Background: an optimization exercise with open tools, aiming at small area. Do not read the settings as production practice.
At most, simulation tests tie the RTL to the original design; equivalence was not proved.
No activity file was given, so power comes from the tool's default toggle rates.

job 101:
// pong
module pong
(
	input             clk,
	input             rst,
	input      [3:0]  sw,
	input      [3:0]  btn,
	output     [2:0]  led,
	output            hs,
	output            vs,
	output     [7:0]  rgb,
	output     [6:0]  seg,
	output     [3:0]  an
);
function automatic [10:0] f_add(input [10:0] a, input [10:0] b, input ci);
	integer i; reg c;
	begin
		c = ci;
		for (i = 0; i < 11; i = i + 1) begin
			f_add[i] = a[i] ^ b[i] ^ c;
			c = (a[i] & b[i]) | (a[i] & c) | (b[i] & c);
		end
	end
endfunction
function automatic [10:0] f_sub(input [10:0] a, input [10:0] b);
	f_sub = f_add(a, ~b, 1'b1);
endfunction
function automatic f_lt(input [10:0] a, input [10:0] b);
	integer i; reg r;
	begin
		r = 1'b0;
		for (i = 0; i < 11; i = i + 1)
			r = (~a[i] & b[i]) | (~(a[i] ^ b[i]) & r);
		f_lt = r;
	end
endfunction
function automatic [10:0] f_inc(input [10:0] a);
	integer i; reg c;
	begin
		c = 1'b1;
		for (i = 0; i < 11; i = i + 1) begin
			f_inc[i] = a[i] ^ c;
			c = a[i] & c;
		end
	end
endfunction
function automatic f_cmp(input [10:0] a, input [10:0] b, input ci);
	integer i; reg r;
	begin
		r = ci;
		for (i = 0; i < 11; i = i + 1)
			r = (~a[i] & b[i]) | (~(a[i] ^ b[i]) & r);
		f_cmp = r;
	end
endfunction
reg  [10:0] X;
reg  [9:0]  V;
wire [9:0]  P    = X[10:1];
wire        xend = X[10] & X[9] & X[6] & X[0];           
wire        vend = V[9] & V[3] & V[2] & V[0];            
wire        ft   = (X == 11'd2) & (V == 10'd480);
wire        ft1  = (X == 11'd3) & (V == 10'd480);         
always @(posedge clk) begin
	if (rst)
		X <= 11'd1601;
	else if (xend)
		X <= 11'd0;
	else
		X <= f_inc(X);
	if (rst)
		V <= 10'd525;
	else if (xend & vend)
		V <= 10'd0;
	else
		V <= f_add(V, 11'd0, xend);
end
  ...
clock: 10.0 ns
lec_check: 0
cap_margin: 20
core_margin: 2
core_utilization: 40
cts_buf_list: sky130_fd_sc_hd__clkbuf_4 sky130_fd_sc_hd__clkbuf_8
cts_cluster_size: 12
slew_margin: 20
standard.sh (not shown) runs the stock make flow with config.mk's settings and CLKGATE_MAP_FILE= SYNTH_SCRIPT=/design/flow/synth_recipe.tcl, a recipe that flattens the netlist after the stock synthesis.
==> flow/flow/run.sh <==
#!/bin/bash
# The standard layout, with the port buffers made of the smallest buffer
# cell and the buffers that synthesis (ABC) inserted removed at floorplan.
set -euo pipefail
bash standard.sh "BUFFER_PORTS_ARGS=-buffer_cell sky130_fd_sc_hd__buf_1" "REMOVE_ABC_BUFFERS=1" finish > standard.log 2>&1
Input changes introduced in job 102 (baseline for comparison: job 101):
Settings: removing CTS_CLUSTER_SIZE (formerly 12); changing CTS_BUF_LIST from sky130_fd_sc_hd__clkbuf_4 sky130_fd_sc_hd__clkbuf_8 to sky130_fd_sc_hd__clkbuf_8.
Job 102: full flow OK, the timing, design-rule and antenna checks passed
Ratio of final minimum period to clock period came out exactly the same in job 102 and job 101.
Going from job 101 to job 102, placer's final routability congestion estimate held steady; number of cells in the finished layout apart from fillers held steady; final critical delay including setup and external delays held steady; register-to-register slack held steady; final-layout clock buffer total held steady.
Job 101 → job 102: met2 layer usage reported by global route held; maximum frequency was more or less identical.

* * *

lane 1:
pong, a different RTL version from the one above (not shown whole).
For scale: ~690 cells after synthesis, about 34 I/O pins, about 6700 um2 of cells after synthesis.
==> flow/config.mk <==
export PLATFORM = sky130hd
export DESIGN_NAME = pong
export DESIGN_NICKNAME = pong
export VERILOG_FILES = /design/flow/design.v
export SDC_FILE = /design/flow/constraint.sdc
export NUM_CORES = 4
export LEC_CHECK = 0
export CAP_MARGIN = 20
export CORE_MARGIN = 2
export CORE_UTILIZATION = 40
export CTS_BUF_LIST = sky130_fd_sc_hd__clkbuf_8
export SLEW_MARGIN = 20
==> flow/constraint.sdc <==
create_clock -name core_clock -period 10.0 [get_ports {clk}]
set_input_delay 2.0000 -clock core_clock [delete_from_list [all_inputs] [get_ports {clk}]]
set_output_delay 2.0000 -clock core_clock [all_outputs]
set_load 0.01 [all_outputs]
==> flow/flow/run.sh <==
#!/bin/bash
# The standard layout, with the port buffers made of the smallest buffer
# cell, the buffers that synthesis (ABC) inserted removed at floorplan, and
# cells with spare slack shrunk after floorplan.
set -euo pipefail
bash standard.sh "BUFFER_PORTS_ARGS=-buffer_cell sky130_fd_sc_hd__buf_1" "REMOVE_ABC_BUFFERS=1" "POST_FLOORPLAN_TCL=$PWD/flow/recover.tcl" finish > standard.log 2>&1
==> flow/flow/recover.tcl <==
# after floorplan: shrink cells that have timing slack to spare
estimate_parasitics -placement
repair_timing -recover_power 100 -setup_margin 0.5
The flow did not stop early for lane 1: all stages ran, and the layout cleared the timing, design-rule and antenna checks.
[inputs] lane 2 vs lane 1
==> flow/flow/run.sh <==
#!/bin/bash
# The standard layout, with the port buffers made of the smallest buffer
# cell and the buffers that synthesis (ABC) inserted removed at floorplan.
set -euo pipefail
bash standard.sh "BUFFER_PORTS_ARGS=-buffer_cell sky130_fd_sc_hd__buf_1" "REMOVE_ABC_BUFFERS=1" finish > standard.log 2>&1
removed: flow/flow/recover.tcl
--- outcome ---
Sequential share of layout area across lane 1 and lane 2: no real change.
As of lane 2, clock group power had fallen by a little under 10% compared to lane 1.
Reported for lane 1 and lane 2, number of buffer and inverter stages on the critical path turned out identical to the last digit.
In lane 2, the power spent charging and discharging nets came out about 0.8% above the value in lane 1.
Delta (lane 2 minus lane 1): headroom to the max-slew limit picked up an extra 13 points, parity-gate share of the synthesized area counting xor and xnor cells neither gained nor lost much.
Lane 2 vs lane 1, cell with the largest stage delay on the worst path: a2111oi_0 vs nor3_1
No functional check of the RTL was part of any run of this note.

* * *

== before ==
pong, a different RTL version from the one above (not shown whole).
Size in the first run: roughly 680 cells after synthesis, ~34 I/O pins.
Settings: LEC_CHECK=0, CAP_MARGIN=20, CORE_MARGIN=2, CORE_UTILIZATION=40, SLEW_MARGIN=20; clock period 10.0 ns.
run.sh (not shown) runs the stock make flow with config.mk's settings and CLKGATE_MAP_FILE= SYNTH_SCRIPT=/design/flow/synth_recipe.tcl, a recipe that flattens the netlist after the stock synthesis.
Stock flow here: none of the scripts above is used.
before was carried through to the last stage, and its layout satisfied the timing, design-rule and antenna checks.
Edits applied to the flow inputs when going from before to after:
- setting CTS_BUF_LIST to sky130_fd_sc_hd__clkbuf_8 for the first time
Notes after the runs:
First-pass GRT wire length (after over before): increase, 89 um
For worst-margin pin slew, after and before come out practically identical.
The estimated power of after ends up lower than the estimate for before.
Via count: after vs before — no meaningful difference
The detail-routed via count per cell of before and that of after are within noise of each other.
| total routing usage reported by global routing | before vs after | ≈ equal |

* * *

## oak
Another version of the RTL of pong (not shown whole).
Size in the first run: about 700 cells after synthesis, ~110 flip-flops, about 34 I/O pins, roughly 0.0068 sq mm of cells after synthesis.
==> flow/design.v (excerpt) <==
module pong
(
	input             clk,
	input             rst,
	input      [3:0]  sw,
	input      [3:0]  btn,
	output     [2:0]  led,
	output            hs,
	output            vs,
	output     [7:0]  rgb,
	output     [6:0]  seg,
	output     [3:0]  an
);
Settings: LEC_CHECK=0, CAP_MARGIN=20, CORE_MARGIN=2, CORE_UTILIZATION=40, CTS_BUF_LIST=sky130_fd_sc_hd__clkbuf_8, SLEW_MARGIN=20; clock period 10.0 ns.
standard.sh (not shown) runs the stock make flow with config.mk's settings and CLKGATE_MAP_FILE= SYNTH_SCRIPT=/design/flow/synth_recipe.tcl, a recipe that flattens the netlist after the stock synthesis.
==> flow/flow/run.sh <==
#!/bin/bash
# The standard layout, with the port buffers made of the smallest buffer
# cell and the buffers that synthesis (ABC) inserted removed at floorplan.
set -euo pipefail
bash standard.sh "BUFFER_PORTS_ARGS=-buffer_cell sky130_fd_sc_hd__buf_1" "REMOVE_ABC_BUFFERS=1" finish > standard.log 2>&1
oak | stages: all done | timing, DRC, antenna: all pass
Input changes introduced in pine (baseline for comparison: oak):
==> flow/run.sh (new file) <==
#!/bin/bash
# synth_recipe.tcl (not shown) runs the flow's synth.tcl, then flattens the netlist and writes it again
# the make line also repeats each setting of config.mk as NAME=value (left out here)
make -C /OpenROAD-flow-scripts/flow DESIGN_CONFIG=/design/flow/config.mk WORK_HOME=/design/flow/orfs CLKGATE_MAP_FILE= SYNTH_SCRIPT=/design/flow/synth_recipe.tcl finish
removed: flow/flow/run.sh
removed: flow/standard.sh
### Flow results
- Routability congestion estimate of pine is on par with oak.
- First-pass GRT wire length: oak vs pine — no meaningful difference
- Status: switching component of the power parity (oak, pine)
Function was not checked in any run of this note: the RTL went through the layout flow alone.

afterwards: timing with drivers on the ports:
The results above use ideal ports. As a check the final layouts listed here were re-extracted and re-timed, cells and wires unchanged.
Step 1 sets driving cells, clkbuf_16 on the clock port and buf_2 on the other inputs (assumed; they add their load-dependent delay and slew).
Step 2 times the ports against the registers' clock, not the clock port: input delays grow and output delays shrink by t, the midpoint of the rising clock arrivals with the driver on.
a / b / c = no drivers / after step 1 / after step 2; a / b = the first two.
run | t (ns) | setup WS [ns] | latest minus earliest clock arrival (ns) | worst register clock-pin slew, ns
job 101 | 0.419 | 2.026 / 1.984 / 2.403 | 0.010 / 0.010 | 0.11 / 0.11
job 102 | 0.419 | 2.026 / 1.984 / 2.403 | 0.010 / 0.010 | 0.11 / 0.11
lane 1 | 0.424 | 0.571 / 0.533 / 0.957 | 0.010 / 0.010 | 0.10 / 0.10
lane 2 | 0.425 | 1.040 / 1.003 / 1.428 | 0.012 / 0.012 | 0.11 / 0.11
before | 0.392 | 0.266 / 0.245 / 0.245 | 0.008 / 0.008 | 0.08 / 0.08
after | 0.426 | 0.304 / 0.282 / 0.282 | 0.013 / 0.013 | 0.11 / 0.11
oak | 0.421 | 1.797 / 1.757 / 2.179 | 0.016 / 0.015 | 0.11 / 0.11
pine | 0.418 | 1.284 / 1.248 / 1.666 | 0.016 / 0.016 | 0.11 / 0.11
After both steps setup and hold are still met in every run listed. For after, which loses most, drivers alone change the setup slack by -0.022 ns; drivers and shift together by -0.022 ns.
